What follows belongs to an exercise in optimizing a design on an open flow for small area, a short achievable clock period and few clock cycles per item; a production flow would make more cautious choices. Only simulation tests tie the RTL to the original design; equivalence was not proved.

<file path="run.sh">
#!/bin/bash
# synth_recipe.tcl (not shown) runs the flow's synth.tcl, then flattens the netlist and writes it again
# the make line also repeats each setting of config.mk as NAME=value (left out here)
make -C /OpenROAD-flow-scripts/flow DESIGN_CONFIG=/design/flow/config.mk WORK_HOME=/design/flow/orfs CLKGATE_MAP_FILE= SYNTH_SCRIPT=/design/flow/synth_recipe.tcl finish
</file>
<file path="config.mk">
export PLATFORM = sky130hd
export DESIGN_NAME = muldiv_top
export DESIGN_NICKNAME = muldiv_top
export VERILOG_FILES = /design/flow/design.v
export SDC_FILE = /design/flow/constraint.sdc
export NUM_CORES = 4
export LEC_CHECK = 0
export CAP_MARGIN = 20
export CORE_MARGIN = 2
export CORE_UTILIZATION = 40
export PLACE_DENSITY = 0.6
export SLEW_MARGIN = 20
</file>
<file path="constraint.sdc">
create_clock -name core_clock -period 14.0 [get_ports {clk}]
set_input_delay 2.8000 -clock core_clock [delete_from_list [all_inputs] [get_ports {clk}]]
set_output_delay 2.8000 -clock core_clock [all_outputs]
set_load 0.01 [all_outputs]
</file>
<file path="design.v">
typedef enum logic [16-1:0] {
    MTIME_LOW_R     = 16'hbff8,
    MTIME_HIGH_R    = 16'hbffc,
    MTIMECMP_LOW_R  = 16'h4000,
    MTIMECMP_HIGH_R = 16'h4004
} type_mtime_regs_e;
localparam int unsigned CSR_MTVEC_BASE_ALIGN_VECTOR = 6;
localparam int unsigned CSR_MTVEC_BASE_ALIGN_DIRECT = 2;
localparam int unsigned MODE_BIT = 0;
localparam int unsigned CSR_STVEC_BASE_ALIGN_VECTOR = 6;
localparam int unsigned CSR_STVEC_BASE_ALIGN_DIRECT = 2;
typedef enum logic [11:0] {
    CSR_ADDR_MVENDORID  = 12'hF11,
    CSR_ADDR_MARCHID    = 12'hF12,
    CSR_ADDR_MIMPID     = 12'hF13,
    CSR_ADDR_MHARTID    = 12'hF14,
    CSR_ADDR_MSTATUS    = 12'h300,   
    CSR_ADDR_MISA       = 12'h301,   
    CSR_ADDR_MEDELEG    = 12'h302,   
    CSR_ADDR_MIDELEG    = 12'h303,   
    CSR_ADDR_MIE        = 12'h304,   
    CSR_ADDR_MTVEC      = 12'h305,   
    CSR_ADDR_MCOUNTEREN = 12'h306,   
    CSR_ADDR_MSTATUSH   = 12'h310,   
    CSR_ADDR_MSCRATCH   = 12'h340,   
    CSR_ADDR_MEPC       = 12'h341,   
    CSR_ADDR_MCAUSE     = 12'h342,   
    CSR_ADDR_MTVAL      = 12'h343,   
    CSR_ADDR_MIP        = 12'h344,   
    CSR_ADDR_SSTATUS    = 12'h100,
    CSR_ADDR_SIE        = 12'h104,
    CSR_ADDR_STVEC      = 12'h105,
    CSR_ADDR_SCOUNTEREN = 12'h106,
    CSR_ADDR_SSCRATCH   = 12'h140,
    CSR_ADDR_SEPC       = 12'h141,
    CSR_ADDR_SCAUSE     = 12'h142,
    CSR_ADDR_STVAL      = 12'h143,
    CSR_ADDR_SIP        = 12'h144,
    CSR_ADDR_SATP       = 12'h180,
    CSR_ADDR_PMPCFG0   = 12'h3A0,
    CSR_ADDR_PMPADDR0  = 12'h3B0,
    CSR_ADDR_PMPADDR1  = 12'h3B1,
    CSR_ADDR_PMPADDR2  = 12'h3B2,
    CSR_ADDR_PMPADDR3  = 12'h3B3,
    CSR_ADDR_MCYCLE        = 12'hB00,
    CSR_ADDR_MCYCLEH       = 12'hB80,
    CSR_ADDR_MINSTRET      = 12'hB02,
    CSR_ADDR_MINSTRETH     = 12'hB82,
    CSR_ADDR_MHPMCOUNTER3  = 12'hB03,
    CSR_ADDR_MHPMCOUNTER3H = 12'hB83,
    CSR_ADDR_MCOUNTINHIBIT = 12'h320,
    CSR_ADDR_CYCLE         = 12'hC00,
    CSR_ADDR_TIME          = 12'hC01,
    CSR_ADDR_INSTRET       = 12'hC02,
    CSR_ADDR_CYCLEH        = 12'hC80,
    CSR_ADDR_TIMEH         = 12'hC81,
    CSR_ADDR_INSTRETH      = 12'hC82
} type_csr_addr_e;
localparam int unsigned EXC_CODE_WIDTH = 4;
typedef enum logic [EXC_CODE_WIDTH-1:0] {
    EXC_CODE_INSTR_MISALIGN        = 4'd0,      
    EXC_CODE_INSTR_ACCESS_FAULT    = 4'd1,      
    EXC_CODE_ILLEGAL_INSTR         = 4'd2,      
    EXC_CODE_BREAKPOINT            = 4'd3,      
    EXC_CODE_LD_ADDR_MISALIGN      = 4'd4,      
    EXC_CODE_LD_ACCESS_FAULT       = 4'd5,      
    EXC_CODE_ST_ADDR_MISALIGN      = 4'd6,      
    EXC_CODE_ST_ACCESS_FAULT       = 4'd7,      
    EXC_CODE_ECALL_UMODE           = 4'd8,      
    EXC_CODE_ECALL_SMODE           = 4'd9,      
    EXC_CODE_ECALL_MMODE           = 4'd11,     
    EXC_CODE_INST_PAGE_FAULT       = 4'd12,     
    EXC_CODE_LD_PAGE_FAULT         = 4'd13,     
    EXC_CODE_ST_PAGE_FAULT         = 4'd15,     
    EXC_CODE_NO_EXCEPTION          = 4'd14      
} type_exc_code_e;
localparam int unsigned S_SOFT_INT_IDX  = 1;
localparam int unsigned M_SOFT_INT_IDX  = 3;
localparam int unsigned S_TIMER_INT_IDX = 5;
localparam int unsigned M_TIMER_INT_IDX = 7;
localparam int unsigned S_EXT_INT_IDX   = 9;
localparam int unsigned M_EXT_INT_IDX   = 11;
localparam logic [32-1:0] MIE_SSIP = 1 << S_SOFT_INT_IDX;
localparam logic [32-1:0] MIE_MSIP = 1 << M_SOFT_INT_IDX;
localparam logic [32-1:0] MIE_STIP = 1 << S_TIMER_INT_IDX;
localparam logic [32-1:0] MIE_MTIP = 1 << M_TIMER_INT_IDX;
localparam logic [32-1:0] MIE_SEIP = 1 << S_EXT_INT_IDX;
localparam logic [32-1:0] MIE_MEIP = 1 << M_EXT_INT_IDX;
localparam logic [32-1:0] MIE_MASK = MIE_SSIP | MIE_STIP | MIE_SEIP | MIE_MSIP | MIE_MTIP | MIE_MEIP;
localparam logic [32-1:0] MIP_MASK = MIE_MASK;
localparam logic [32-1:0] SIE_MASK = MIE_SSIP | MIE_STIP | MIE_SEIP;
localparam logic [32-1:0] SIP_MASK = SIE_MASK;
localparam logic [32-1:0] SIE_SSIP = MIE_SSIP;
localparam logic [32-1:0] SIP_SSIP = SIE_SSIP;
localparam int unsigned IRQ_CODE_WIDTH = 4;
typedef enum logic [IRQ_CODE_WIDTH-1:0] {
    IRQ_CODE_NONE       = 4'd0,
    IRQ_CODE_S_SOFTWARE = 4'd1,      
    IRQ_CODE_M_SOFTWARE = 4'd3,      
    IRQ_CODE_S_TIMER    = 4'd5,      
    IRQ_CODE_M_TIMER    = 4'd7,      
    IRQ_CODE_S_EXTERNAL = 4'd9,      
    IRQ_CODE_M_EXTERNAL = 4'd11      
} type_irq_code_e;
typedef enum logic[1:0] {
    PRIV_MODE_M = 2'b11,
    PRIV_MODE_S = 2'b01,
    PRIV_MODE_U = 2'b00
} type_priv_mode_e;
 typedef struct packed {
    logic              sd;      
    logic [7:0]        wpri3;   
    logic              tsr;     
    logic              tw;      
    logic              tvm;     
    logic              mxr;     
    logic              sum;     
    logic              mprv;    
    logic [1:0]        xs;      
    logic [1:0]        fs;      
    type_priv_mode_e   mpp;     
    logic [1:0]        vs;      
    logic              spp;     
    logic              mpie;    
    logic              ube;     
    logic              spie;    
    logic              wpri2;   
    logic              mie;     
    logic              wpri1;   
    logic              sie;     
    logic              wpri0;   
} type_status_reg_s;
localparam logic [32-1:0] STATUS_SIE  = 'h00000002;
localparam logic [32-1:0] STATUS_SPIE = 'h00000020;
localparam logic [32-1:0] STATUS_UBE  = 'h00000040;
localparam logic [32-1:0] STATUS_SPP  = 'h00000100;
localparam logic [32-1:0] STATUS_VS   = 'h00000600;
localparam logic [32-1:0] STATUS_FS   = 'h00006000;
localparam logic [32-1:0] STATUS_XS   = 'h00018000;
localparam logic [32-1:0] STATUS_SUM  = 'h00040000;
localparam logic [32-1:0] STATUS_MXR  = 'h00080000;
localparam logic [32-1:0] STATUS_SD   = 'h80000000;
localparam logic [32-1:0] SSTATUS_READ_MASK  = STATUS_SIE | STATUS_SPIE
                                                | STATUS_UBE | STATUS_SPP
                                                | STATUS_VS  | STATUS_FS
                                                | STATUS_XS  | STATUS_SUM
                                                | STATUS_MXR | STATUS_SD;
localparam logic [32-1:0] SSTATUS_WRITE_MASK = STATUS_SIE | STATUS_SPIE
                                                | STATUS_SPP | STATUS_FS
                                                | STATUS_SUM | STATUS_MXR;
localparam logic [32-1:0] SATP_ASID_MASK  = 'h803FFFFF;
localparam SATP_MODE_WIDTH = 1;
localparam SATP_ASID_WIDTH = 9;
localparam SATP_PPN_WIDTH  = 22;
localparam MODE_SV32       = 1;
typedef struct packed {
    logic [SATP_MODE_WIDTH-1:0] mode;
    logic [SATP_ASID_WIDTH-1:0] asid;
    logic [SATP_PPN_WIDTH-1:0]  ppn;
} type_satp_reg_s;
localparam TVEC_MODE_WIDTH = 2;
localparam TVEC_BASE_WIDTH = 30;
typedef struct packed {
    logic [TVEC_BASE_WIDTH-1:0] base;
    logic [TVEC_MODE_WIDTH-1:0] mode;
} type_tvec_reg_s;
typedef struct packed {
    logic [14:0]                warl7;    
    logic                       uart;
    logic [3:0]                 warl6;
    logic                       meie;     
    logic                       warl5;
    logic                       seie;     
    logic                       warl4;
    logic                       mtie;     
    logic                       warl3;
    logic                       stie;     
    logic                       warl2;
    logic                       msie;     
    logic                       warl1;
    logic                       ssie;     
    logic                       warl0;
} type_mie_reg_s;
typedef struct packed {
    logic [14:0]                warl7;    
    logic                       uart;
    logic [3:0]                 warl6;
    logic                       meip;     
    logic                       warl5;
    logic                       seip;     
    logic                       warl4;
    logic                       mtip;     
    logic                       warl3;
    logic                       stip;     
    logic                       warl2;
    logic                       msip;     
    logic                       warl1;
    logic                       ssip;     
    logic                       warl0;
} type_mip_reg_s;
typedef struct packed {
    logic [14:0]                warl10;    
    logic                       uart;
    logic [3:0]                 warl9;
    logic                       warl8;   
    logic                       warl7;
    logic                       seie;     
    logic                       warl6;
    logic                       warl5;    
    logic                       warl4;
    logic                       stie;     
    logic                       warl3;
    logic                       warl2;    
    logic                       warl1;
    logic                       ssie;     
    logic                       warl0;
} type_sie_reg_s;
typedef struct packed {
    logic [14:0]                warl10;    
    logic                       uart;
    logic [3:0]                 warl9;
    logic                       warl8;   
    logic                       warl7;
    logic                       seip;     
    logic                       warl6;
    logic                       warl5;    
    logic                       warl4;
    logic                       stip;     
    logic                       warl3;
    logic                       warl2;    
    logic                       warl1;
    logic                       ssip;     
    logic                       warl0;
} type_sip_reg_s;
typedef struct packed {
    logic [27:0]               warl1;
    logic                       hpm3;
    logic                       ir;
    logic                       warl0;
    logic                       cy;
} type_mcountinhibit_reg_s;
 typedef enum logic [3:0] {
    AMO_OPS_NONE = '0,
    AMO_OPS_LR,
    AMO_OPS_SC,
    AMO_OPS_SWAP,
    AMO_OPS_ADD,
    AMO_OPS_XOR,
    AMO_OPS_AND,
    AMO_OPS_OR,
    AMO_OPS_MIN,
    AMO_OPS_MAX,
    AMO_OPS_MINU,
    AMO_OPS_MAXU
} type_amo_ops_e;
typedef enum logic [2:0] {
    AMO_IDLE  = 3'h0,
    AMO_LOAD  = 3'h1,
    AMO_OP    = 3'h2,
    AMO_ST    = 3'h3,
    AMO_DONE  = 3'h4
} type_amo_states_e;
typedef struct packed {                            
    type_amo_ops_e                   amo_ops;              
    logic                            is_amo; 
    logic                            amo_flush; 
    logic                            ack;  
} type_lsu2amo_ctrl_s;
typedef struct packed {                            
    logic [32-1:0]                lsu_addr;
    logic [32-1:0]                rs2_operand;
    logic [32-1:0]                r_data; 
} type_lsu2amo_data_s;
typedef struct packed {                      
    logic                            amo_done;      
    logic                            ld_req;     
    logic                            st_req; 
    logic                            rd_wr_req;
} type_amo2lsu_ctrl_s;
typedef struct packed {                            
    logic [32-1:0]                w_data; 
    logic [32-1:0]                amo_wrb_data; 
} type_amo2lsu_data_s;
typedef enum logic [4:0] {
    OPCODE_LOAD_INST      = 5'b00000,
    OPCODE_STORE_INST     = 5'b01000,
    OPCODE_MEM_FENCE_INST = 5'b00011,
    OPCODE_IMM_INST       = 5'b00100,
    OPCODE_AUIPC_INST     = 5'b00101,
    OPCODE_ARITH_INST     = 5'b01100,
    OPCODE_LUI_INST       = 5'b01101,
    OPCODE_BRANCH_INST    = 5'b11000,
    OPCODE_JALR_INST      = 5'b11001,
    OPCODE_JAL_INST       = 5'b11011,
    OPCODE_AMO_INST       = 5'b01011,
    OPCODE_SYSTEM_INST    = 5'b11100
} type_rv_opcode_e;
typedef enum logic {
    ALU_OPR1_PC = '0,        
    ALU_OPR1_REG             
} type_alu_opr1_sel_e;
typedef enum logic {
    ALU_OPR2_IMM = '0,      
    ALU_OPR2_REG            
} type_alu_opr2_sel_e;
typedef enum logic {
    ALU_CMP_OPR2_IMM = '0,  
    ALU_CMP_OPR2_REG        
} type_alu_cmp_opr2_sel_e;
typedef enum logic [3:0] {
    ALU_I_OPS_NONE = '0,    
    ALU_I_OPS_ADD,           
    ALU_I_OPS_SUB,           
    ALU_I_OPS_AND,           
    ALU_I_OPS_OR,            
    ALU_I_OPS_XOR,           
    ALU_I_OPS_SLT,           
    ALU_I_OPS_SLTU,          
    ALU_I_OPS_SLL,           
    ALU_I_OPS_SRL,           
    ALU_I_OPS_SRA,           
    ALU_I_OPS_COPY_OPR1,     
    ALU_I_OPS_COPY_OPR2      
} type_alu_i_ops_e;
typedef enum logic [3:0] {
    ALU_M_OPS_NONE = '0,    
    ALU_M_OPS_MUL    =  4'b0100,         
    ALU_M_OPS_MULH   =  4'b0101,         
    ALU_M_OPS_MULHSU =  4'b0110,         
    ALU_M_OPS_MULHU  =  4'b0111,         
    ALU_M_OPS_DIV    =  4'b1000,           
    ALU_M_OPS_DIVU   =  4'b1001,          
    ALU_M_OPS_REM    =  4'b1010,           
    ALU_M_OPS_REMU   =  4'b1011           
} type_alu_m_ops_e;
typedef enum logic [2:0] {
    BR_OPS_NONE = '0,   
    BR_OPS_EQ,           
    BR_OPS_NE,           
    BR_OPS_GE,           
    BR_OPS_GEU,          
    BR_OPS_LT,           
    BR_OPS_LTU           
} type_br_ops_e;
typedef enum logic [2:0] {
    LD_OPS_NONE = '0,
    LD_OPS_LB,
    LD_OPS_LBU,
    LD_OPS_LH,
    LD_OPS_LHU,
    LD_OPS_LW
} type_ld_ops_e;
typedef enum logic [1:0] {
    ST_OPS_NONE = '0,
    ST_OPS_SB,
    ST_OPS_SH,
    ST_OPS_SW
} type_st_ops_e;
typedef enum logic [2:0] {
    RD_WRB_NONE = '0,
    RD_WRB_ALU,                            
    RD_WRB_INC_PC,                         
    RD_WRB_DMEM,                           
    RD_WRB_CSR,                            
    RD_WRB_M_ALU                           
} type_rd_wrb_sel_e;
 typedef enum logic [2:0] {
    SYS_OPS_NONE = '0,
    SYS_OPS_SFENCE_VMA,
    SYS_OPS_SRET,
    SYS_OPS_MRET,
    SYS_OPS_WFI 
} type_sys_ops_e;
 typedef enum logic [1:0] {
    CSR_OPS_NONE = '0,
    CSR_OPS_WRITE,
    CSR_OPS_SET,
    CSR_OPS_CLEAR
} type_csr_ops_e;
typedef enum logic {
    CSR_OPR_REG = '0,        
    CSR_OPR_IMM              
} type_csr_opr_sel_e;
typedef struct packed {                            
    logic [32-1:0]                addr;
    logic                            req; 
} type_if2imem_s;
typedef struct packed {                            
    logic [32-1:0]                r_data;
    logic                            ack;  
} type_imem2if_s;
typedef struct packed {
    logic [32-1:0]                instr;
} type_pf2if_data_s;
typedef struct packed {
    logic       [1:0]               fifo_valid;
    logic                           stall;
    logic                           ack;
} type_pf2if_ctrl_s;
typedef struct packed {
    logic [32-1:0]               pc_ff;
    logic                           instr_req;
    logic                           is_comp;
    logic                           clear;
} type_if2pf_s;
typedef struct packed {                            
    logic [32-1:0]                instr;
    logic [32-1:0]                pc;
    logic [32-1:0]                pc_next;
    type_exc_code_e                  exc_code;
    logic                            instr_flushed;
} type_if2id_data_s;
typedef struct packed {                            
    logic                            exc_req;
} type_if2id_ctrl_s;
typedef struct packed {                            
    logic [32-1:0]                rs1_data;     
    logic [32-1:0]                rs2_data;
    logic [32-1:0]                instr;
    logic [32-1:0]                pc;
    logic [32-1:0]                pc_next;
    logic [32-1:0]                imm;  
    type_exc_code_e                  exc_code;
    logic                            instr_flushed;   
} type_id2exe_data_s;
typedef struct packed {                           
    type_alu_i_ops_e                 alu_i_ops;
    type_alu_m_ops_e                 alu_m_ops;
    type_ld_ops_e                    ld_ops;
    type_st_ops_e                    st_ops;
    type_br_ops_e                    branch_ops;
    type_csr_ops_e                   csr_ops;
    type_amo_ops_e                   amo_ops;
    type_sys_ops_e                   sys_ops;
    type_alu_opr1_sel_e              alu_opr1_sel;
    type_alu_opr2_sel_e              alu_opr2_sel;
    type_alu_cmp_opr2_sel_e          alu_cmp_opr2_sel;
    type_csr_opr_sel_e               csr_opr_sel;
    type_rd_wrb_sel_e                rd_wrb_sel;
    logic                            exc_req;
    logic                            rd_wr_req;
    logic                            jump_req;
    logic                            branch_req;
    logic                            fence_i_req;
    logic                            fence_req;
} type_id2exe_ctrl_s;
typedef struct packed {                            
    logic [32-1:0]                alu_result;
    logic [32-1:0]                pc_next;
    logic [32-1:0]                rs2_data;
} type_exe2lsu_data_s;
typedef struct packed {  
    logic [4:0]                      rd_addr;                         
    type_rd_wrb_sel_e                rd_wrb_sel;
    type_ld_ops_e                    ld_ops;
    type_st_ops_e                    st_ops;
    type_amo_ops_e                   amo_ops;
    logic                            rd_wr_req;
    logic                            jump_req;
    logic                            branch_req;
    logic                            fence_req;
} type_exe2lsu_ctrl_s;
typedef struct packed {                            
    logic [11:0]                     csr_addr;
    logic [32-1:0]                pc;
    logic [32-1:0]                instr;
    logic [32-1:0]                csr_wdata;  
    type_exc_code_e                  exc_code; 
    logic                            instr_flushed;     
} type_exe2csr_data_s;
typedef struct packed {                           
    type_csr_ops_e                   csr_ops;
    type_sys_ops_e                   sys_ops;
    logic                            exc_req;
    logic                            csr_rd_req;
    logic                            csr_wr_req;
    logic                            fence_i_req;
} type_exe2csr_ctrl_s;
typedef struct packed {                           
    type_ld_ops_e                    ld_ops;
    type_st_ops_e                    st_ops;
    logic                            ld_page_fault;
    logic                            st_page_fault;
    logic                            dcache_flush_ack;  
} type_lsu2csr_ctrl_s;
typedef struct packed {                            
    logic [32-1:0]                dbus_addr;
    logic [32-1:0]                pc_next; 
} type_lsu2csr_data_s;
typedef struct packed {                            
    logic [32-1:0]                csr_rdata;     
} type_csr2wrb_data_s;
typedef struct packed { 
    logic [32-1:0]                csr_mhartid;                           
    logic [1:0]                      ext_irq;   
    logic                            timer_irq;   
    logic                            soft_irq; 
    logic                            uart_irq;    
} type_pipe2csr_s;
typedef struct packed {                            
    logic [32-1:0]                alu_result;
    logic [32-1:0]                pc_next;
    logic [32-1:0]                r_data;  
    logic [5-1:0]           rd_addr; 
} type_lsu2wrb_data_s;
typedef struct packed {                           
    type_rd_wrb_sel_e                rd_wrb_sel;
    logic                            rd_wr_req;
} type_lsu2wrb_ctrl_s;
typedef struct packed {                            
    logic [32-1:0]                addr;
    logic [32-1:0]                w_data;
    type_st_ops_e                    st_ops;
    logic                            ld_req;  
    logic                            st_req;  
} type_lsu2dbus_s;
typedef struct packed {                            
    logic [32-1:0]                r_data;
    logic                            ack;  
} type_dbus2lsu_s;
typedef struct packed {                            
    logic [32-1:0]                addr;
    logic [32-1:0]                w_data;
    logic [3:0]                      sel_byte;  
    logic                            w_en;  
    logic                            req;
} type_dbus2peri_s;
typedef struct packed {                            
    logic [32-1:0]                r_data;
    logic                            ack;  
} type_peri2dbus_s;
typedef struct packed {                            
    logic [32-1:0]                pc_new;
} type_exe2if_fb_s;
typedef struct packed {                            
    logic [32-1:0]                pc_new;
    logic                            icache_flush;  
} type_csr2if_fb_s;
typedef struct packed {                            
    type_priv_mode_e                 priv_mode;
} type_csr2id_fb_s;
typedef struct packed {                            
    logic [32-1:0]                rd_data;
    logic [5-1:0]           rd_addr;
    logic                            rd_wr_req;  
} type_wrb2id_fb_s;
typedef struct packed {                        
    logic [5-1:0]           rd_addr;
    logic                            rd_wr_req;  
    logic                            lsu_req;
    logic                            lsu_ack;   
} type_lsu2fwd_s;
typedef struct packed {                            
    logic [5-1:0]           rd_addr;
    logic                            rd_wr_req;    
} type_wrb2fwd_s;
typedef struct packed {                            
    logic [5-1:0]           rs1_addr;
    logic [5-1:0]           rs2_addr;
    logic                            new_pc_req;  
    logic                            use_rs1;
    logic                            use_rs2; 
} type_exe2fwd_s;
typedef struct packed {                            
    logic                            new_pc_req; 
    logic                            irq_flush_lsu;
    logic                            wfi_req; 
    logic                            csr_read_req;
} type_csr2fwd_s;
typedef struct packed {  
    logic                            exe_new_pc_req;                            
    logic                            csr_new_pc_req;
    logic                            wfi_req; 
    logic                            if_stall;
} type_fwd2if_s;
typedef struct packed {                            
    logic                            fwd_wrb_rs1;
    logic                            fwd_wrb_rs2; 
    logic                            fwd_lsu_rs1;
    logic                            fwd_lsu_rs2; 
} type_fwd2exe_s;
typedef struct packed {  
    logic                            if2id_pipe_flush; 
    logic                            if2id_pipe_stall;
    logic                            id2exe_pipe_flush;  
    logic                            id2exe_pipe_stall; 
    logic                            exe2lsu_pipe_stall;
    logic                            exe2lsu_pipe_flush;
    logic                            lsu2wrb_pipe_flush; 
    logic                            pipe_fwd_wrb_rs1; 
    logic                            pipe_fwd_wrb_rs2;                          
} type_fwd2ptop_s;
typedef struct packed {  
    logic                            pipe_stall; 
    logic                            irq_stall;                           
} type_fwd2csr_s;
typedef struct packed {  
    logic                            lsu_flush;                           
} type_fwd2lsu_s;
typedef struct packed {                            
    logic [22-1:0]           satp_ppn;  
    logic                            en_vaddr;
    logic                            en_ld_st_vaddr;
    logic                            mxr; 
    logic                            lsu_flush;  
    logic                            tlb_flush;
    logic                            dcache_flush;
} type_csr2lsu_data_s;
typedef struct packed {                            
    logic [32-1:0]                timer_val;  
    logic                            flag;
} type_clint2csr_s;
typedef struct packed {                            
    logic [32-1:0]                reg_data;
    logic [5-1:0]           reg_addr;
    logic                            reg_wr_req;  
} type_debug_port_s;
typedef struct packed {                            
    logic [32-1:0]                alu_operand_1;     
    logic [32-1:0]                alu_operand_2; 
    type_alu_m_ops_e                 alu_m_ops;
} type_exe2mul_s;
typedef struct packed {                            
    logic                            mul_req;
    logic                            mul_ack;
} type_mul2fwd_s;
typedef struct packed {                            
    logic  [32-1:0]                alu_m_result;   
} type_mul2wrb_s;
typedef enum logic [1:0] {
    MULDIV_IDLE  = 2'h0,
    MULDIV_START = 2'h1,
    MULDIV_DONE  = 2'h2
} type_muldiv_states_e;
module divider (     
    input wire logic                        clk,      
    input wire logic                        rst,      
    input wire logic                        start_i,  
    input wire logic [32-1:0]            opr1_i,   
    input wire logic [32-1:0]            opr2_i,   
    output     logic                        done_o,   
    output     logic [32-1:0]            quo_o,    
    output     logic [32-1:0]            rem_o     
);
    logic                       busy_ff;
    logic                       done_ff;
    logic [32-1:0]           opr2_ff;              
    logic [32-1:0]           quo_ff, quo_next;     
    logic [32:0]             acc_ff, acc_next;     
    logic [32:0]             rem_ff;               
    logic [$clog2(32)-1:0]   counter;              
    always_comb begin
        if (acc_ff >= {1'b0, opr2_ff}) begin
            acc_next = acc_ff - opr2_ff;
            {acc_next, quo_next} = {acc_next[32-1:0], quo_ff, 1'b1};
        end else begin
            {acc_next, quo_next} = {acc_ff, quo_ff} << 1;
        end
    end
    always_ff @(posedge clk) begin
        done_ff <= 0;
        if (!rst) begin
            busy_ff <= 0;
            done_ff <= 0;
            quo_ff  <= 0;
            rem_ff  <= 0;
        end else if (busy_ff) begin
            if (counter == (32-1)) begin                 
                busy_ff <= 0;
                done_ff <= 1;
                quo_ff  <= quo_next;
                rem_ff  <= {1'b0, acc_next[32:1]};     
            end else begin                                
                counter <= counter + 1;
                acc_ff  <= acc_next;
                quo_ff  <= quo_next;
            end
        end else if (start_i) begin
            counter <= 0;
            if (opr2_i == 0) begin                        
                busy_ff <= 0;
                done_ff <= 1;
                quo_ff  <= {32{1'b1}};
                rem_ff  <= {1'b0, opr1_i};
            end else begin
                busy_ff <= 1;
                opr2_ff <= opr2_i;
                {acc_ff, quo_ff} <= {{32{1'b0}}, opr1_i, 1'b0};   
            end
        end
    end
assign rem_o  = rem_ff[32-1:0];
assign quo_o  = quo_ff;
assign done_o = done_ff;
endmodule
module muldiv (
    input   logic                        rst_n,                     
    input   logic                        clk,                       
    input  wire type_exe2mul_s           exe2mul_i,
    input wire                           fwd2mul_stall_i,
    input wire                           fwd2mul_flush_i,
    output type_mul2fwd_s                mul2fwd_o,
    output type_mul2wrb_s                mul2wrb_o
);
type_exe2mul_s                       exe2mul;
type_mul2fwd_s                       mul2fwd;
type_mul2wrb_s                       mul2wrb;
type_alu_m_ops_e                     alu_m_ops, alu_m_ops_next, alu_m_ops_ff;
logic  [32-1:0]                   alu_opr_1, alu_m_opr_1, alu_m_opr1_next, alu_m_opr1_ff;
logic  [32-1:0]                   alu_opr_2, alu_m_opr_2, alu_m_opr2_next, alu_m_opr2_ff;
logic                                alu_m_opr1_sign_next, alu_m_opr1_sign_ff;
logic                                alu_m_opr2_sign_next, alu_m_opr2_sign_ff;
logic                                alu_m_req;
logic                                alu_m_ack_next, alu_m_ack_ff;
logic  [32-1:0]                   alu_m_result_next;
logic  [2*32-1:0]                 mult;
logic  [2*32-1:0]                 mult_ss;
logic  [2*32-1:0]                 mult_su;
logic  [2*32-1:0]                 mult_su_int;
logic  [32-1:0]                   div;
logic  [32-1:0]                   div_u;
logic  [32-1:0]                   rem;
logic  [32-1:0]                   rem_u;
logic                                div_done;
logic                                div_valid;
assign exe2mul = exe2mul_i;
assign alu_m_ops = type_alu_m_ops_e'(exe2mul.alu_m_ops);
assign alu_opr_1 = exe2mul.alu_operand_1;
assign alu_opr_2 = exe2mul.alu_operand_2;
assign alu_m_req = |alu_m_ops_ff;
always_comb begin
    if (alu_m_ops == ALU_M_OPS_DIV || alu_m_ops == ALU_M_OPS_REM || alu_m_ops == ALU_M_OPS_MULHSU) begin
        alu_m_opr_1 = alu_opr_1[32-1] ? (~alu_opr_1 + 1) : alu_opr_1;
    end else begin
        alu_m_opr_1 = alu_opr_1;
    end
end
always_comb begin
    if (alu_m_ops == ALU_M_OPS_DIV || alu_m_ops == ALU_M_OPS_REM) begin
        alu_m_opr_2 = alu_opr_2[32-1] ? (~alu_opr_2+1) : alu_opr_2;
    end else begin
        alu_m_opr_2 = alu_opr_2;
    end
end
always_ff @(negedge rst_n, posedge clk ) begin
    if (~rst_n) begin
        alu_m_ops_ff       <= type_alu_m_ops_e'(0);
        alu_m_opr1_ff      <= '0;
        alu_m_opr2_ff      <= '0;
        alu_m_opr1_sign_ff <= '0;
        alu_m_opr2_sign_ff <= '0;
    end else if (fwd2mul_flush_i) begin
        alu_m_ops_ff       <= type_alu_m_ops_e'(0);
        alu_m_opr1_ff      <= '0;
        alu_m_opr2_ff      <= '0;
        alu_m_opr1_sign_ff <= '0;
        alu_m_opr2_sign_ff <= '0;
    end else begin
        alu_m_ops_ff       <= alu_m_ops_next; 
        alu_m_opr1_ff      <= alu_m_opr1_next;
        alu_m_opr2_ff      <= alu_m_opr2_next;
        alu_m_opr1_sign_ff <= alu_m_opr1_sign_next;
        alu_m_opr2_sign_ff <= alu_m_opr2_sign_next;
    end 
end
always_comb begin
    if (fwd2mul_stall_i) begin
        alu_m_ops_next       = alu_m_ops_ff; 
        alu_m_opr1_next      = alu_m_opr1_ff;
        alu_m_opr2_next      = alu_m_opr2_ff;
        alu_m_opr1_sign_next = alu_m_opr1_sign_ff;
        alu_m_opr2_sign_next = alu_m_opr2_sign_ff;
    end else begin
        alu_m_ops_next       = alu_m_ops;
        alu_m_opr1_next      = alu_m_opr_1;
        alu_m_opr2_next      = alu_m_opr_2;
        alu_m_opr1_sign_next = alu_opr_1[32-1];
        alu_m_opr2_sign_next = alu_opr_2[32-1];
    end
end
always_comb begin
    mult    = alu_m_opr1_ff          * alu_m_opr2_ff;
    mult_ss = $signed(alu_m_opr1_ff) * $signed(alu_m_opr2_ff);
end
always_comb begin
    alu_m_result_next = '0;
    alu_m_ack_next    = '0;
    mult_su_int       = alu_m_opr1_sign_ff ? (~mult + 1) : mult;
    case (alu_m_ops_ff)
        ALU_M_OPS_MUL    : begin
            alu_m_ack_next    = 1'b1;
            alu_m_result_next = mult_ss[31:0];
        end
        ALU_M_OPS_MULH   : begin
            alu_m_ack_next    = 1'b1;
            alu_m_result_next = mult_ss[63:32];
        end
        ALU_M_OPS_MULHSU : begin
            alu_m_ack_next    = 1'b1;
            alu_m_result_next = mult_su_int[63:32];
        end
        ALU_M_OPS_MULHU  : begin
            alu_m_ack_next    = 1'b1;
            alu_m_result_next = mult[63:32];
        end
        ALU_M_OPS_DIV  : begin
            alu_m_ack_next    = div_done; 
            alu_m_result_next = ((alu_m_opr1_sign_ff ^ alu_m_opr2_sign_ff) && ~div_u[32-1]) 
                              ? (~div_u+1): div_u;
        end
        ALU_M_OPS_DIVU  : begin
            alu_m_ack_next    = div_done; 
            alu_m_result_next = div_u;
        end
        ALU_M_OPS_REM  : begin
            alu_m_ack_next    = div_done; 
            alu_m_result_next = ((alu_m_opr1_sign_ff && ~alu_m_opr2_sign_ff) || (alu_m_opr1_sign_ff && alu_m_opr2_sign_ff)) 
                              ? (~rem_u+1): rem_u;
        end
        ALU_M_OPS_REMU  : begin
            alu_m_ack_next    = div_done; 
            alu_m_result_next = rem_u;
        end
        default : begin
            alu_m_ack_next    = 1'b0;
            alu_m_result_next = '0;
        end
    endcase
end
always_ff @(negedge rst_n, posedge clk ) begin
    if (~rst_n) begin
        alu_m_ack_ff <= 1'b0;       
    end else begin
        alu_m_ack_ff <= alu_m_ack_next & ~(~fwd2mul_stall_i & ~fwd2mul_flush_i & alu_m_ops[3]); 
    end
end
assign mul2fwd.mul_req = alu_m_req; 
assign mul2wrb.alu_m_result = alu_m_result_next; 
assign mul2fwd.mul_ack      = alu_m_ack_ff;
assign mul2fwd_o = mul2fwd;
assign mul2wrb_o = mul2wrb;
divider divider_module(                                                         
    .clk                (clk),                                                  
    .rst                (rst_n & ~fwd2mul_flush_i),                             
    .start_i            (alu_m_ops_ff[3] & ~(alu_m_ack_next | alu_m_ack_ff)),   
    .opr1_i             (alu_m_opr1_ff),                                        
    .opr2_i             (alu_m_opr2_ff),                                        
    .done_o             (div_done),                                             
    .quo_o              (div_u),                                                
    .rem_o              (rem_u)                                                 
);
endmodule
module muldiv_top (
    input  logic               clk,
    input  logic               rst_n,
    input  logic [3:0]         op_i,        
    input  logic [32-1:0]   opr1_i,
    input  logic [32-1:0]   opr2_i,
    input  logic               flush_i,
    output logic               busy_o,
    output logic               done_o,
    output logic [32-1:0]   result_o
);
type_exe2mul_s                 exe2mul;
type_mul2fwd_s                 mul2fwd;
type_mul2wrb_s                 mul2wrb;
logic                          mul_stall;
assign exe2mul.alu_operand_1 = opr1_i;
assign exe2mul.alu_operand_2 = opr2_i;
assign exe2mul.alu_m_ops     = type_alu_m_ops_e'(op_i);
assign mul_stall = mul2fwd.mul_req & ~mul2fwd.mul_ack;
muldiv muldiv_module (
    .rst_n           (rst_n),
    .clk             (clk),
    .exe2mul_i       (exe2mul),
    .fwd2mul_stall_i (mul_stall),
    .fwd2mul_flush_i (flush_i),
    .mul2fwd_o       (mul2fwd),
    .mul2wrb_o       (mul2wrb)
);
assign busy_o   = mul_stall;
assign done_o   = mul2fwd.mul_req & mul2fwd.mul_ack;
assign result_o = mul2wrb.alu_m_result;
endmodule
</file>
==> impl_metrics.py, run 1 <==
metrics = {
    "cells_and_area": {
        "fillers": 16316,
        "area_delta_synth_final_pct": 7.51,
        "fin_util_pct": 43.2,
        "drive_gt1_share_pct": 4.71,
        "final_area_sq_um": 72100,
        "fin_nets": 9399,
        "regArea_sq_um": 5290,
        "multiInputGateArea_sq_um": 54100,
    },
    "clocking": {
        "clock-root-buffer": "clkbuf_16",
        "clkSlewWorstSetupHoldPaths_ns": 0.06,
        "cts_made_buffers": 29,
        "cts_tree": "yes",
        "cts_max_path_buffers": 3,
        "cts_max_level": 1,
        "cts_hold_buf": 0,
        "cts.sinks": 207,
        "clk_latency_ns": 0.66,
    },
    "yosys": {
        "synth_cell_types": 101,
        "ys_top_cells_by_count": "inv_1 (1715), fa_1 (1473), nand2_1 (712)",
        "synth_edf_count": 70,
        "synth_top_area_share_pct": 44.0,
        "synth_fp_nets": 9470,
        "yosysMostFrequentCell": "inv_1",
        "async_flop_share_pct": 34.3,
        "synth.largest_area_cell": "fa_1",
        "synth_seq_cells": 207,
        "ys_warn_count": 2,
        "syn_area_sq_um": 67000,
        "netlist_instances": 7495,
        "synth-main-ff-cell": "dfrtp_1",
        "avgSynthCellArea_sq_um": 8.94,
        "synth-seq-area-share_pct": 7.76,
        "netlist_top_cells_area": "fa_1 (44%), inv_1 (9.6%), ha_1 (8.0%), and2_1 (5.2%), nand2_1 (4.0%)",
    },
    "setup_path": {
        "critPathMaxStageDelay_ns": 0.61,
        "crit_path_top_delay_cell": "clkdlybuf4s50_1",
        "cp_max_fo": 23,
        "cp.required_ns": 11.20,
        "cp.arrival_ns": 10.88,
        "path_class": "flop to output pin",
        "worst_path_most_repeated_cell": "fa_1",
        "setup.worst_path.end_class": "output pin",
        "start_kind": "flop",
    },
    "global_routing": {
        "grt_max_degree": 81,
        "grt_pass1_vias": 55558,
        "antenna_found_initial": 9,
        "grt_pass1_wl_um": 348000,
        "grt.overflow.total": 0,
        "grt_util_all_layers_pct": 27.1,
    },
    "hold_path": {
        "min_path_type": "flop to flop",
    },
    "run": {
        "cap_viol_max_count": 0,
    },
    "sta": {
        "fmax_ghz": 0.0731,
        "hold_violations": 0,
        "fin_crit_sh_pct": 97.7,
        "slew_headroom_pct": 27.0,
        "slew_viol_final": 0,
        "period_needed_ns": 13.68,
        "clock_skew_ns": 0.0452,
        "setup_viol": 0,
        "tightest_slew_ns": 1.08,
    },
    "floorplanning": {
        "die_w_um": 413,
        "coreArea_sq_um": 167000,
        "rows": 150,
        "ios": 105,
        "die_height_um": 413,
        "die-area_sq_um": 171000,
        "start_util_pct": 40.2,
    },
    "drt": {
        "wl_um": 226000,
        "drt-initial-drc-count": 4440,
        "firstDrtPassIters": 7,
        "vias": 52026,
        "drc": 0,
        "postRouteAntennaNets": 0,
        "avgRoutedWirePerCell_um": 23.4,
        "via_per_inst": 5.39,
    },
    "placed_design": {
        "gp_congestion": 0.970,
        "dp_hpwl_um": 190000,
        "io_buffer_count": 104,
        "dpl_cell_area_sq_um": 70800,
    },
    "status": {
        "status": "no timing/DRC/antenna violations",
    },
}
## area by class of cell
type | count | area share (%)
inverter | 1716 | 8.94
multi-input combinational | 5189 | 75.0
timing repair buffer | 281 | 3.45
sequential | 207 | 7.35
antenna | 1 | 0.00347
tap | 2204 | 3.83
clock buffer | 32 | 1.05
clock inverter | 22 | 0.358
## flip-flops by register name, summed over array words and instances (netlist names)
register / count
muldiv_module.divider_module.acc_ff: 33
muldiv_module.alu_m_opr1_sign_ff: 1
muldiv_module.divider_module.counter: 5
muldiv_module.divider_module.quo_ff: 32
muldiv_module.divider_module.busy_ff: 1
muldiv_module.alu_m_ack_ff: 1
muldiv_module.divider_module.rem_ff: 32
muldiv_module.alu_m_ops_ff: 4
muldiv_module.alu_m_opr2_ff: 32
muldiv_module.divider_module.done_ff: 1
muldiv_module.alu_m_opr1_ff: 32
muldiv_module.alu_m_opr2_sign_ff: 1
muldiv_module.divider_module.opr2_ff: 32
## cell usage in the layout (no fill, tap or decap), drive strengths merged, types with 15 or more instances in the layout
master,Yosys,layout
buf,13,179
nand3,49,49
clkbuf,370,32
dfxtp,66,66
and2,553,553
inv,1715,1723
or4,15,15
a211oi,75,75
o21bai,24,24
nor3,118,118
a221oi,15,15
nor4,36,36
fa,1473,1473
xnor2,145,145
edfxtp,70,70
a21o,116,116
nand4,39,39
nand2,712,712
mux2i,32,32
a31oi,45,45
dfrtp,71,71
clkdlybuf4s50,0,102
nor2b,37,37
ha,431,431
o21ai,215,215
o21a,22,22
and4,21,21
nor2,308,308
o221ai,15,15
nand2b,37,37
o211ai,20,20
or3,43,43
o31ai,36,36
a21oi,247,247
xor2,114,114
a311oi,16,16
and3,21,21
## what timing repair did
item | in CTS | in global routing
gates resized for setup | 31 | 53
endpoints found under the setup margin | 18 | 23
pin swaps | 1 | 3
buffers inserted | 0 | 3
## path summary, 6_finish.rpt
path | start | endpoint | slack [ns] | cells past startpoint
min in group asynchronous | rst_n | muldiv_module.alu_m_opr1_ff[5] | 2.13 | 1
hold reg to reg | muldiv_module.divider_module.rem_ff[12] | muldiv_module.divider_module.rem_ff[12] | 0.51 | 2
max in group asynchronous | rst_n | muldiv_module.alu_m_opr2_ff[13] | 10.69 | 2
setup / recovery | muldiv_module.alu_m_opr1_ff[5] | result_o[26] | 0.32 | 31
setup reg to reg | muldiv_module.divider_module.opr2_ff[10] | muldiv_module.divider_module.acc_ff[31] | 9.42 | 16
hold / removal | muldiv_module.divider_module.rem_ff[12] | muldiv_module.divider_module.rem_ff[12] | 0.51 | 2
## critical path: cells and delay by family, from the launching register on
kind | cells | cell delay [ns]
adders and majority gates | 9 | 4.35
DFF | 1 | 0.56
xor gates and xnor gates | 1 | 0.24
AOI/OAI and AO/OA | 5 | 0.80
and+or+nand+nor | 9 | 2.92
buffers and inverters | 7 | 1.35
## routing by layer
layer  up-vias  share of wire (%)  global-route usage [%]
met5         -             0.0057                       0
met4         2                3.6                    8.07
met3       328                8.7                    5.60
met2      1995                 45                    42.8
met1     26872                 42                    37.5
li1      22829                  -                       -
## cells by family (layout without fill, tap and decap cells)
kind of cell    after synthesis  count (layout)  synth area share (%)
fa+ha+maj                  1904            1904                  52.0
xor+xnor                    259             259                  3.38
simple gates               2029            2029                  15.1
other cells                   0               1                     0
compound gates              961             961                  9.37
flops                       207             207                  7.76
mux                          36              36                 0.551
buf+inv                    2099            2051                  11.8
## per-stage QoR
step	TNS (ns)	std cells	hold WS, ns	setup WS [ns]
2_1_floorplan	0	7495	0.423	2.20
3_3_place_gp	0	9594	0.477	0.330
3_5_place_dp	0	9594	0.502	0.336
4_1_cts	0	9648	0.506	0.00200
5_1_grt	-0.0199	9651	0.525	-0.00860
6_report	0	9652	0.512	0.323
Testbench counts, summed over its fixed seeds: cycles 42,244, ops 2,400.
==> run 2, diff against run 1 <==
--- a/design.v
+++ b/design.v
@@ -633,252 +633,143 @@
     MULDIV_DONE  = 2'h2
 } type_muldiv_states_e;
-module divider (     
-    input wire logic                        clk,      
-    input wire logic                        rst,      
-    input wire logic                        start_i,  
-    input wire logic [32-1:0]            opr1_i,   
-    input wire logic [32-1:0]            opr2_i,   
-    output     logic                        done_o,   
-    output     logic [32-1:0]            quo_o,    
-    output     logic [32-1:0]            rem_o     
-);
-    logic                       busy_ff;
-    logic                       done_ff;
-    logic [32-1:0]           opr2_ff;              
-    logic [32-1:0]           quo_ff, quo_next;     
-    logic [32:0]             acc_ff, acc_next;     
-    logic [32:0]             rem_ff;               
-    logic [$clog2(32)-1:0]   counter;              
-    always_comb begin
-        if (acc_ff >= {1'b0, opr2_ff}) begin
-            acc_next = acc_ff - opr2_ff;
-            {acc_next, quo_next} = {acc_next[32-1:0], quo_ff, 1'b1};
-        end else begin
-            {acc_next, quo_next} = {acc_ff, quo_ff} << 1;
-        end
-    end
-    always_ff @(posedge clk) begin
-        done_ff <= 0;
-        if (!rst) begin
-            busy_ff <= 0;
-            done_ff <= 0;
-            quo_ff  <= 0;
-            rem_ff  <= 0;
-        end else if (busy_ff) begin
-            if (counter == (32-1)) begin                 
-                busy_ff <= 0;
-                done_ff <= 1;
-                quo_ff  <= quo_next;
-                rem_ff  <= {1'b0, acc_next[32:1]};     
-            end else begin                                
-                counter <= counter + 1;
-                acc_ff  <= acc_next;
-                quo_ff  <= quo_next;
-            end
-        end else if (start_i) begin
-            counter <= 0;
-            if (opr2_i == 0) begin                        
-                busy_ff <= 0;
-                done_ff <= 1;
-                quo_ff  <= {32{1'b1}};
-                rem_ff  <= {1'b0, opr1_i};
-            end else begin
-                busy_ff <= 1;
-                opr2_ff <= opr2_i;
-                {acc_ff, quo_ff} <= {{32{1'b0}}, opr1_i, 1'b0};   
-            end
-        end
-    end
-assign rem_o  = rem_ff[32-1:0];
-assign quo_o  = quo_ff;
-assign done_o = done_ff;
-endmodule
-module muldiv (
-    input   logic                        rst_n,                     
-    input   logic                        clk,                       
-    input  wire type_exe2mul_s           exe2mul_i,
-    input wire                           fwd2mul_stall_i,
-    input wire                           fwd2mul_flush_i,
-    output type_mul2fwd_s                mul2fwd_o,
-    output type_mul2wrb_s                mul2wrb_o
+module muldiv_top (
+    input  logic               clk,
+    input  logic               rst_n,
+    input  logic [3:0]         op_i,
+    input  logic [31:0]        opr1_i,
+    input  logic [31:0]        opr2_i,
+    input  logic               flush_i,
+    output logic               busy_o,
+    output logic               done_o,
+    output logic [31:0]        result_o
 );
-type_exe2mul_s                       exe2mul;
-type_mul2fwd_s                       mul2fwd;
-type_mul2wrb_s                       mul2wrb;
-type_alu_m_ops_e                     alu_m_ops, alu_m_ops_next, alu_m_ops_ff;
-logic  [32-1:0]                   alu_opr_1, alu_m_opr_1, alu_m_opr1_next, alu_m_opr1_ff;
-logic  [32-1:0]                   alu_opr_2, alu_m_opr_2, alu_m_opr2_next, alu_m_opr2_ff;
-logic                                alu_m_opr1_sign_next, alu_m_opr1_sign_ff;
-logic                                alu_m_opr2_sign_next, alu_m_opr2_sign_ff;
-logic                                alu_m_req;
-logic                                alu_m_ack_next, alu_m_ack_ff;
-logic  [32-1:0]                   alu_m_result_next;
-logic  [2*32-1:0]                 mult;
-logic  [2*32-1:0]                 mult_ss;
-logic  [2*32-1:0]                 mult_su;
-logic  [2*32-1:0]                 mult_su_int;
-logic  [32-1:0]                   div;
-logic  [32-1:0]                   div_u;
-logic  [32-1:0]                   rem;
-logic  [32-1:0]                   rem_u;
-logic                                div_done;
-logic                                div_valid;
-assign exe2mul = exe2mul_i;
-assign alu_m_ops = type_alu_m_ops_e'(exe2mul.alu_m_ops);
-assign alu_opr_1 = exe2mul.alu_operand_1;
-assign alu_opr_2 = exe2mul.alu_operand_2;
-assign alu_m_req = |alu_m_ops_ff;
+localparam int S  = 4;            
+localparam int LS = $clog2(S);
+localparam int BW = 32 + S - 1;   
+function automatic logic [5:0] clz32(input logic [31:0] x);
+    logic [5:0] n;
+    n = 6'd32;
+    for (int i = 0; i < 32; i++)
+        if (x[i]) n = 6'(31 - i);
+    clz32 = n;
+endfunction
+logic              mul_q;       
+logic              div_q;       
+logic              sh_q;        
+logic              imm_q;       
+logic              rem_q;       
+logic              bz_q;        
+logic              hi_q;        
+logic [3:0]        cnt_q;       
+logic [5:0]        clza_q, clzb_q;
+logic [32:0]       a_q;         
+logic [BW-1:0]     b_q;         
+logic [31:0]       q_q;         
+logic              done_q;
+logic              neg_q;       
+logic              oneg_q;      
+logic [31:0]       res_q;
+logic        last_iter;
+logic        take;
+logic        is_div;
+logic        sgn_a, sgn_b;      
+logic [31:0] ua, ub;
+logic [5:0]  clza, clzb;
+assign last_iter = ~sh_q & ~imm_q & (cnt_q == 4'd1);
+assign busy_o    = div_q & ~imm_q & ~last_iter;
+assign take      = ~busy_o & ~flush_i & (op_i != 4'b0000);
+assign is_div    = op_i[3];
 always_comb begin
-    if (alu_m_ops == ALU_M_OPS_DIV || alu_m_ops == ALU_M_OPS_REM || alu_m_ops == ALU_M_OPS_MULHSU) begin
-        alu_m_opr_1 = alu_opr_1[32-1] ? (~alu_opr_1 + 1) : alu_opr_1;
+    if (is_div) begin
+        sgn_a = ~op_i[0];
+        sgn_b = ~op_i[0];
     end else begin
-        alu_m_opr_1 = alu_opr_1;
+        sgn_a = (op_i[1:0] == 2'b01) | (op_i[1:0] == 2'b10);
+        sgn_b = (op_i[1:0] == 2'b01);
     end
 end
+assign ua   = (sgn_a & opr1_i[31]) ? (~opr1_i + 32'd1) : opr1_i;
+assign ub   = (sgn_b & opr2_i[31]) ? (~opr2_i + 32'd1) : opr2_i;
+assign clza = clz32(ua);
+assign clzb = clz32(ub);
+logic signed [65:0] prod;
+assign prod = $signed(a_q) * $signed(b_q[32:0]);
+logic [5:0]     dsh;
+logic [BW-1:0]  b_al;
+logic [31:0]    r_it;
+logic [S-1:0]   qb_it;
+assign dsh  = (clzb_q - clza_q) | 6'(S - 1);
+assign b_al = b_q << dsh[4:0];
 always_comb begin
-    if (alu_m_ops == ALU_M_OPS_DIV || alu_m_ops == ALU_M_OPS_REM) begin
-        alu_m_opr_2 = alu_opr_2[32-1] ? (~alu_opr_2+1) : alu_opr_2;
-    end else begin
-        alu_m_opr_2 = alu_opr_2;
+    logic [31:0]   r;
+    logic [BW-1:0] d;
+    logic [BW:0]   diff;
+    r = a_q[31:0];
+    for (int j = 0; j < S; j++) begin
+        d    = b_q >> j;
+        diff = {1'b0, {(BW-32){1'b0}}, r} - {1'b0, d};
+        qb_it[S-1-j] = ~diff[BW];
+        if (~diff[BW]) r = diff[31:0];
     end
+    r_it = r;
 end
-always_ff @(negedge rst_n, posedge clk ) begin
+always_ff @(posedge clk or negedge rst_n) begin
     if (~rst_n) begin
-        alu_m_ops_ff       <= type_alu_m_ops_e'(0);
-        alu_m_opr1_ff      <= '0;
-        alu_m_opr2_ff      <= '0;
-        alu_m_opr1_sign_ff <= '0;
-        alu_m_opr2_sign_ff <= '0;
-    end else if (fwd2mul_flush_i) begin
-        alu_m_ops_ff       <= type_alu_m_ops_e'(0);
-        alu_m_opr1_ff      <= '0;
-        alu_m_opr2_ff      <= '0;
-        alu_m_opr1_sign_ff <= '0;
-        alu_m_opr2_sign_ff <= '0;
-    end else begin
-        alu_m_ops_ff       <= alu_m_ops_next; 
-        alu_m_opr1_ff      <= alu_m_opr1_next;
-        alu_m_opr2_ff      <= alu_m_opr2_next;
-        alu_m_opr1_sign_ff <= alu_m_opr1_sign_next;
-        alu_m_opr2_sign_ff <= alu_m_opr2_sign_next;
-    end 
-end
-always_comb begin
-    if (fwd2mul_stall_i) begin
-        alu_m_ops_next       = alu_m_ops_ff; 
-        alu_m_opr1_next      = alu_m_opr1_ff;
-        alu_m_opr2_next      = alu_m_opr2_ff;
-        alu_m_opr1_sign_next = alu_m_opr1_sign_ff;
-        alu_m_opr2_sign_next = alu_m_opr2_sign_ff;
+        mul_q  <= 1'b0;
+        div_q  <= 1'b0;
+        done_q <= 1'b0;
+    end else if (flush_i) begin
+        mul_q  <= 1'b0;
+        div_q  <= 1'b0;
+        done_q <= 1'b0;
     end else begin
-        alu_m_ops_next       = alu_m_ops;
-        alu_m_opr1_next      = alu_m_opr_1;
-        alu_m_opr2_next      = alu_m_opr_2;
-        alu_m_opr1_sign_next = alu_opr_1[32-1];
-        alu_m_opr2_sign_next = alu_opr_2[32-1];
-    end
-end
-always_comb begin
-    mult    = alu_m_opr1_ff          * alu_m_opr2_ff;
-    mult_ss = $signed(alu_m_opr1_ff) * $signed(alu_m_opr2_ff);
-end
-always_comb begin
-    alu_m_result_next = '0;
-    alu_m_ack_next    = '0;
-    mult_su_int       = alu_m_opr1_sign_ff ? (~mult + 1) : mult;
-    case (alu_m_ops_ff)
-        ALU_M_OPS_MUL    : begin
-            alu_m_ack_next    = 1'b1;
-            alu_m_result_next = mult_ss[31:0];
-        end
-        ALU_M_OPS_MULH   : begin
-            alu_m_ack_next    = 1'b1;
-            alu_m_result_next = mult_ss[63:32];
-        end
-        ALU_M_OPS_MULHSU : begin
-            alu_m_ack_next    = 1'b1;
-            alu_m_result_next = mult_su_int[63:32];
-        end
-        ALU_M_OPS_MULHU  : begin
-            alu_m_ack_next    = 1'b1;
-            alu_m_result_next = mult[63:32];
-        end
-        ALU_M_OPS_DIV  : begin
-            alu_m_ack_next    = div_done; 
-            alu_m_result_next = ((alu_m_opr1_sign_ff ^ alu_m_opr2_sign_ff) && ~div_u[32-1]) 
-                              ? (~div_u+1): div_u;
-        end
-        ALU_M_OPS_DIVU  : begin
-            alu_m_ack_next    = div_done; 
-            alu_m_result_next = div_u;
-        end
-        ALU_M_OPS_REM  : begin
-            alu_m_ack_next    = div_done; 
-            alu_m_result_next = ((alu_m_opr1_sign_ff && ~alu_m_opr2_sign_ff) || (alu_m_opr1_sign_ff && alu_m_opr2_sign_ff)) 
-                              ? (~rem_u+1): rem_u;
-        end
-        ALU_M_OPS_REMU  : begin
-            alu_m_ack_next    = div_done; 
-            alu_m_result_next = rem_u;
-        end
-        default : begin
-            alu_m_ack_next    = 1'b0;
-            alu_m_result_next = '0;
+        done_q <= mul_q | (div_q & (imm_q | last_iter));
+        mul_q  <= take & ~is_div;
+        if (take)
+            div_q <= is_div;
+        else if (imm_q | last_iter)
+            div_q <= 1'b0;
+    end
+end
+always_ff @(posedge clk) begin
+    if (take) begin
+        hi_q   <= (op_i[1:0] != 2'b00);
+        rem_q  <= op_i[1];
+        bz_q   <= (opr2_i == 32'd0);
+        imm_q  <= (opr2_i == 32'd0) | (ua == 32'd0) | (clza > clzb);
+        sh_q   <= 1'b1;
+        clza_q <= clza;
+        clzb_q <= clzb;
+        if (is_div) begin
+            a_q <= {1'b0, ua};
+            b_q <= BW'(ub);
+        end else begin
+            a_q <= {sgn_a & opr1_i[31], opr1_i};
+            b_q <= BW'({sgn_b & opr2_i[31], opr2_i});
         end
-    endcase
-end
-always_ff @(negedge rst_n, posedge clk ) begin
-    if (~rst_n) begin
-        alu_m_ack_ff <= 1'b0;       
-    end else begin
-        alu_m_ack_ff <= alu_m_ack_next & ~(~fwd2mul_stall_i & ~fwd2mul_flush_i & alu_m_ops[3]); 
-    end
+    end else if (div_q & sh_q) begin
+        sh_q  <= 1'b0;
+        b_q   <= b_al;
+        q_q   <= '0;
+        cnt_q <= 4'((clzb_q - clza_q) >> LS) + 4'd1;
+    end else if (div_q & ~imm_q) begin
+        a_q   <= {1'b0, r_it};
+        b_q   <= b_q >> S;
+        q_q   <= {q_q[31-S:0], qb_it};
+        cnt_q <= cnt_q - 4'd1;
+    end
+    if (take)
+        neg_q <= is_div & (op_i[1] ? (sgn_a & opr1_i[31])
+                                   : (sgn_a & (opr1_i[31] ^ opr2_i[31]) & (opr2_i != 32'd0)));
+    if (mul_q | (div_q & (imm_q | last_iter)))
+        oneg_q <= div_q & neg_q;
+    if (mul_q)
+        res_q <= hi_q ? prod[63:32] : prod[31:0];
+    else if (div_q & imm_q)
+        res_q <= rem_q ? a_q[31:0] : {32{bz_q}};
+    else if (last_iter)
+        res_q <= rem_q ? r_it : {q_q[31-S:0], qb_it};
 end
-assign mul2fwd.mul_req = alu_m_req; 
-assign mul2wrb.alu_m_result = alu_m_result_next; 
-assign mul2fwd.mul_ack      = alu_m_ack_ff;
-assign mul2fwd_o = mul2fwd;
-assign mul2wrb_o = mul2wrb;
-divider divider_module(                                                         
-    .clk                (clk),                                                  
-    .rst                (rst_n & ~fwd2mul_flush_i),                             
-    .start_i            (alu_m_ops_ff[3] & ~(alu_m_ack_next | alu_m_ack_ff)),   
-    .opr1_i             (alu_m_opr1_ff),                                        
-    .opr2_i             (alu_m_opr2_ff),                                        
-    .done_o             (div_done),                                             
-    .quo_o              (div_u),                                                
-    .rem_o              (rem_u)                                                 
-);
-endmodule
-module muldiv_top (
-    input  logic               clk,
-    input  logic               rst_n,
-    input  logic [3:0]         op_i,        
-    input  logic [32-1:0]   opr1_i,
-    input  logic [32-1:0]   opr2_i,
-    input  logic               flush_i,
-    output logic               busy_o,
-    output logic               done_o,
-    output logic [32-1:0]   result_o
-);
-type_exe2mul_s                 exe2mul;
-type_mul2fwd_s                 mul2fwd;
-type_mul2wrb_s                 mul2wrb;
-logic                          mul_stall;
-assign exe2mul.alu_operand_1 = opr1_i;
-assign exe2mul.alu_operand_2 = opr2_i;
-assign exe2mul.alu_m_ops     = type_alu_m_ops_e'(op_i);
-assign mul_stall = mul2fwd.mul_req & ~mul2fwd.mul_ack;
-muldiv muldiv_module (
-    .rst_n           (rst_n),
-    .clk             (clk),
-    .exe2mul_i       (exe2mul),
-    .fwd2mul_stall_i (mul_stall),
-    .fwd2mul_flush_i (flush_i),
-    .mul2fwd_o       (mul2fwd),
-    .mul2wrb_o       (mul2wrb)
-);
-assign busy_o   = mul_stall;
-assign done_o   = mul2fwd.mul_req & mul2fwd.mul_ack;
-assign result_o = mul2wrb.alu_m_result;
+assign done_o   = done_q;
+assign result_o = oneg_q ? (~res_q + 32'd1) : res_q;
 endmodule
==> run 2 against run 1 <==
Global-route usage up 2.6 points. Still clean on timing, DRC and antenna. Design area shrank 13%. Sequential share of layout area barely moved. Critical path depth grew 11.
==> impl_metrics.py, run 2 <==
metrics = {
    "status": {
        "status": "no timing/DRC/antenna violations",
    },
    "clocking": {
        "cts_setup_buffers": 0,
        "cts.sinks": 154,
        "cts_max_level": 4,
        "clkSlewWorstSetupHoldPaths_ns": 0.08,
        "cts_tree": "yes",
        "cts_resized": 0,
        "cts_hold_buf": 0,
        "clock-root-buffer": "clkbuf_16",
        "clk_latency_ns": 0.50,
        "cts_max_path_buffers": 2,
        "cts_made_buffers": 17,
    },
    "yosys": {
        "netlist_instances": 6950,
        "synth.largest_area_cell": "fa_1",
        "yosysMostFrequentCell": "inv_1",
        "ys_warn_count": 1,
        "netlist_top_cells_area": "fa_1 (38%), ha_1 (8.3%), edfxtp_1 (7.6%), inv_1 (7.3%), nand2_1 (6.7%)",
        "syn_area_sq_um": 59100,
        "avgSynthCellArea_sq_um": 8.50,
        "synth_edf_count": 150,
        "synth-main-ff-cell": "edfxtp_1",
        "async_flop_share_pct": 1.95,
        "ys_top_cells_by_count": "inv_1 (1141), fa_1 (1129), nand2_1 (1049)",
        "synth_cell_types": 108,
        "synth_top_area_share_pct": 38.3,
        "synth_seq_cells": 154,
        "synth-seq-area-share_pct": 7.79,
        "synth_fp_nets": 8540,
    },
    "placed_design": {
        "dp_hpwl_um": 175000,
        "dp.cells": 8740,
        "dpl_cell_area_sq_um": 62200,
        "gp_congestion": 1.04,
        "io_buffer_count": 104,
    },
    "sta": {
        "hold_violations": 0,
        "slew_viol_final": 0,
        "fin_crit_sh_pct": 94.5,
        "tightest_slew_ns": 1.17,
        "period_needed_ns": 13.23,
        "rsz0062_at_grt": "no",
        "fmax_ghz": 0.0756,
        "tns_ns": 0,
        "slew_headroom_pct": 20.2,
        "setup_viol": 0,
        "clock_skew_ns": 0.0142,
    },
    "floorplanning": {
        "die-area_sq_um": 151000,
        "die_w_um": 388,
        "start_util_pct": 40.1,
        "rows": 141,
        "die_height_um": 388,
        "coreArea_sq_um": 147000,
        "ios": 105,
    },
    "drt": {
        "avgRoutedWirePerCell_um": 25.3,
        "wl_met3_um": 18700,
        "wl_met1_um": 94600,
        "drt-initial-drc-count": 5123,
        "firstDrtPassIters": 8,
        "vias": 50381,
        "via_per_inst": 5.74,
        "wl_met2_um": 98800,
        "drc": 0,
        "wl_um": 222000,
        "routed.top_layer": "met5",
        "postRouteAntennaNets": 0,
    },
    "setup_path": {
        "cp_max_fo": 34,
        "worst_path_most_repeated_cell": "buf_4",
        "crit_path_top_delay_cell": "o311ai_0",
        "path_class": "flop to flop",
        "start_kind": "flop",
        "cp.arrival_ns": 13.48,
        "critPathMaxStageDelay_ns": 0.55,
        "setup.worst_path.end_class": "flop",
        "cp.required_ns": 14.25,
    },
    "run": {
        "cap_viol_max_count": 0,
    },
    "cells_and_area": {
        "fillers": 14828,
        "largest_reg_flops": 35,
        "top_register": "b_q",
        "area_delta_synth_final_pct": 6.21,
        "drive_gt1_share_pct": 4.33,
        "final_cells": 8776,
        "final_area_sq_um": 62700,
        "final_cell_mix": "inv_1 (1141), fa_1 (1129), nand2_1 (1048)",
        "fin_nets": 8419,
        "mostFrequentLayoutCell": "inv_1",
        "biggestRegsByFlops": "b_q (35), a_q (33), res_q (32)",
    },
    "global_routing": {
        "grt_util_all_layers_pct": 29.7,
        "antenna_found_initial": 8,
        "grt_pass1_vias": 51323,
        "grt.overflow.total": 0,
        "grt_pass1_wl_um": 334000,
        "grt_max_degree": 56,
    },
    "hold_path": {
        "min_path_type": "flop to flop",
    },
}
==> run 2: cell count changes in the layout (fill, tap and decap cells not counted), sizes merged, moves of 68 or more <==
cell,delta
a21oi,+93
o21ai,+77
inv,-576
and2,-280
dfrtp,-68
fa,-344
nor2,+72
edfxtp,+80
nand2,+340
==> run 2: path summary, 6_finish.rpt <==
kind                       cells after the start  startpoint        end  slack [ns]
max                                           42      b_q[8]  res_q[30]        0.77
min                                            1       neg_q     oneg_q        0.56
max reg2reg                                   42      b_q[8]  res_q[30]        0.77
min reg2reg                                    1       neg_q     oneg_q        0.56
max in group asynchronous                      1       rst_n      mul_q       11.34
min in group asynchronous                      1       rst_n     done_q        2.50
==> run 2: cell families (layout without fill, tap and decap cells) <==
family | count (synthesis) | after routing | share of synthesized area [%]
and+or+nand+nor | 2144 | 2144 | 16.6
buffers and inverters | 1540 | 1432 | 9.86
adders and majority gates | 1520 | 1520 | 46.5
AOI/OAI and AO/OA | 1216 | 1216 | 13.3
xor gates and xnor gates | 292 | 292 | 4.33
DFF | 154 | 154 | 7.79
muxes | 84 | 84 | 1.55
other | 0 | 4 | 0
==> run 2: worst max-delay path: cells and delay by family (launching register included) <==
family | cells | cell delay, ns
AOI/OAI and AO/OA | 18 | 5.83
and+or+nand+nor | 9 | 2.51
muxes | 3 | 1.04
adders and majority gates | 5 | 1.67
buffers and inverters | 7 | 1.48
DFF | 1 | 0.36
==> run 2: final cells by class <==
type,instances,area [sq um],area share (%)
inverter,1146,4300,6.86
antenna,4,10.0,0.0160
sequential,154,4600,7.33
clock buffer,18,429,0.684
multi-input combinational,5256,48700,77.6
clock inverter,14,116,0.186
tap,1930,2410,3.85
timing repair buffer,254,2170,3.45
==> run 2: per-stage QoR <==
step	worst slack [ns]	hold slack [ns]	utilization (%)
global placement	1.09	0.534	42.3
global route	0.174	0.569	42.6
detailed placement	0.987	0.539	42.3
CTS	0.924	0.563	42.6
finish	0.774	0.556	42.6
floorplan	2.82	0.486	-
==> run 2: layer usage <==
layer,global-route usage [%],vias to the layer above
li1,-,22005
met5,0,-
met2,46.4,2215
met4,10.9,8
met1,41.4,25802
met3,5.18,351
Testbench counts of run 2, summed over its fixed seeds: cycles 4,379, ops 2,400.

## what the ideal ports hide
No port has a modelled driver above. Below, the same layouts with a new extraction and two added sets of constraints. Step 1 sets driving cells, clkbuf_16 on the clock port and buf_2 on the other inputs (assumed; they add their load-dependent delay and slew). Step 2 times the ports against the registers' clock, not the clock port: input delays grow and output delays shrink by t, the midpoint of the rising clock arrivals with the driver on. Slacks: no drivers / after step 1 / after step 2; pairs: no drivers / after step 1.
run | shift t [ns] | setup slack, ns | hold WS [ns] | clock arrival spread, ns | pins driven straight from the clock port
run 1 | 0.712 | 0.323 / 0.243 / 0.955 | 0.512 / 0.512 / 0.512 | 0.050 / 0.050 | 1
run 2 | 0.554 | 0.774 / 0.774 / 0.774 | 0.556 / 0.556 / 0.556 | 0.014 / 0.014 | 1
After both steps setup and hold are still met in every run listed.
